This design comes from an exercise in tuning for small area on the open sky130 flow, not from production work. In this exercise RTL edits were held to simulation tests only and were not proved equivalent to the original.

v6:
## SPI_top
module SPI_top(
    input wire i_clk,
    input wire i_rst,
    output wire o_mosi,
    output wire o_cs,
    output wire o_dc,
    output wire o_rst
);
Size: roughly 0.0034 mm2 of cells after synthesis.
Settings: LEC_CHECK=0, CAP_MARGIN=20, CORE_MARGIN=2, CORE_UTILIZATION=40, GPL_TIMING_DRIVEN=0, SLEW_MARGIN=20; clock period 10.0 ns.
standard.sh (not shown) runs the stock make flow with config.mk's settings and CLKGATE_MAP_FILE= SYNTH_SCRIPT=/design/flow/synth_recipe.tcl, a recipe that flattens the netlist after the stock synthesis.
==> flow/flow/run.sh <==
#!/bin/bash
# Own layout flow: the standard ORFS layout (standard.sh), with changes
# that only affect cell area:
#  - synthesis maps the logic with an area-oriented ABC script (area.abc.in:
#    deep logic synthesis, then area-recovering mapping) instead of ORFS's
#    speed script, and adders are left to ABC as plain logic instead of being
#    mapped to the library's half/full adder cells first (ADDER_MAP_FILE
#    empty), so ABC optimises them with the logic around them. Synthesis runs
#    NSEED times with different random seeds, in parallel, and the layout
#    continues from the smallest netlist. Registers,
#    their names and cell types are the standard synthesis's: ABC only remaps
#    the combinational logic after dfflibmap;
#  - port buffers use the smallest buffer cell (every port still gets one);
#  - CTS builds its usual H-tree from clkbuf_8 cells and adds no dummy loads.
# Each tool's output goes to a log file in the work folder: synth_N.log for
# each synthesis run, flow_make.log for the rest of the layout.
set -euo pipefail
WORK=$(pwd)
NSEED=${NSEED:-4}
ABC_TIME=${ABC_TIME:-1800}
export BUFFER_PORTS_ARGS="-buffer_cell sky130_fd_sc_hd__buf_1"
export CTS_ARGS="-sink_clustering_enable -repair_clock_nets -buf_list sky130_fd_sc_hd__clkbuf_8 -dont_use_dummy_load"

grep -q "WORK_HOME=$WORK/orfs " standard.sh
grep -q "$WORK/synth_recipe.tcl" standard.sh
grep -q " CLKGATE_MAP_FILE= " standard.sh
sed -e "s# CLKGATE_MAP_FILE= # CLKGATE_MAP_FILE= ADDER_MAP_FILE= #" standard.sh > standard_area.sh
grep -q " ADDER_MAP_FILE= " standard_area.sh
for s in $(seq 1 "$NSEED"); do
  sed -e "s/@SEED@/$s/" -e "s/@TIME@/$ABC_TIME/" flow/area.abc.in > "area_$s.abc"
  # The standard flow's synthesis script, with yosys's abc command redirected to area_$s.abc
  {
    head -n 1 synth_recipe.tcl
    cat <<TCL
proc abc {args} {
  set i [lsearch -exact \$args -script]
  if {\$i >= 0} { lset args [expr {\$i + 1}] {$WORK/area_$s.abc} }
  yosys abc {*}\$args
}
TCL
    tail -n +2 synth_recipe.tcl
  } > "area_synth_$s.tcl"
  sed -e "s#$WORK/synth_recipe.tcl#$WORK/area_synth_$s.tcl#" \
      -e "s#WORK_HOME=$WORK/orfs #WORK_HOME=$WORK/orfs_$s #" standard_area.sh > "standard_$s.sh"
  bash "standard_$s.sh" synth > "synth_$s.log" 2>&1 &
done
wait

best=""; best_area=""
for s in $(seq 1 "$NSEED"); do
  stat="orfs_$s/reports/$FLOW_PLATFORM/SPI_top/base/synth_stat.txt"
  [[ -f $stat ]] || continue
  a=$(grep "Chip area" "$stat" | tail -n 1 | awk '{print $NF}')
  echo "synthesis seed $s: area $a" >> synth_pick.log
  if [[ -z $best ]] || awk -v a="$a" -v b="$best_area" 'BEGIN { exit !(a < b) }'; then
    best=$s; best_area=$a
  fi
done
[[ -n $best ]]
echo "picked seed $best" >> synth_pick.log
rm -rf orfs
mv "orfs_$best" orfs
for s in $(seq 1 "$NSEED"); do rm -rf "orfs_$s"; done

# the rest of the layout, from the picked synthesis
sed -e "s#$WORK/synth_recipe.tcl#$WORK/area_synth_$best.tcl#" standard_area.sh > area_standard.sh
bash area_standard.sh > flow_make.log 2>&1
test -f out/final.def
Other scripts of this flow, unchanged in this note and not shown: flow/flow/area.abc.in
No stage failed in v6, and the final checks on the layout all came back clean.
Input changes introduced in v7 (baseline for comparison: v6):
-- flow/flow/run.sh --
<<< v6, line 18
WORK=$(pwd)
NSEED=${NSEED:-4}
ABC_TIME=${ABC_TIME:-1800}
export BUFFER_PORTS_ARGS="-buffer_cell sky130_fd_sc_hd__buf_1"
export CTS_ARGS="-sink_clustering_enable -repair_clock_nets -buf_list sky130_fd_sc_hd__clkbuf_8 -dont_use_dummy_load"
>>> v7, line 18
WORK=$(pwd)
NSEED=${NSEED:-4}
ABC_TIME=${ABC_TIME:-900}
export BUFFER_PORTS_ARGS="-buffer_cell sky130_fd_sc_hd__buf_1"
export CTS_ARGS="-sink_clustering_enable -repair_clock_nets -buf_list sky130_fd_sc_hd__clkbuf_8 -dont_use_dummy_load"
## What came out
No stage failed in v7, and the final checks on the layout all came back clean.
As far as sequential share of layout area is concerned, v7 and v6 perform about the same.
Total wire length after detailed routing, v6 and v7: smaller value in v6
On slack of the critical path, v6 beats v7.

-- static timing again, ports no longer ideal --
Ports are ideal in the flow. The routed layouts listed here were re-timed in OpenROAD.
Step 1: set_driving_cell puts a clkbuf_16 on i_clk and a buf_2 on each other input, an assumption about the parent block.
Step 2 moves the port delays by t, midway between the first and last clock arrival at a register: inputs arrive t later, outputs are due t later. That takes back most of the time a late clock gives input paths.
Slacks: ideal ports / drivers / drivers and shift; pairs: ideal ports / drivers.
run | shift t [ns] | slack for setup (ns) | slew at the worst register clock pin (ns) | worst slew at a driven data input, ns
v6 | 0.335 | 3.863 / 3.831 / 3.997 | 0.10 / 0.10 | 0.03
v7 | 0.332 | 3.560 / 3.560 / 3.560 | 0.09 / 0.09 | 0.03
After both steps every run listed still meets setup and hold.
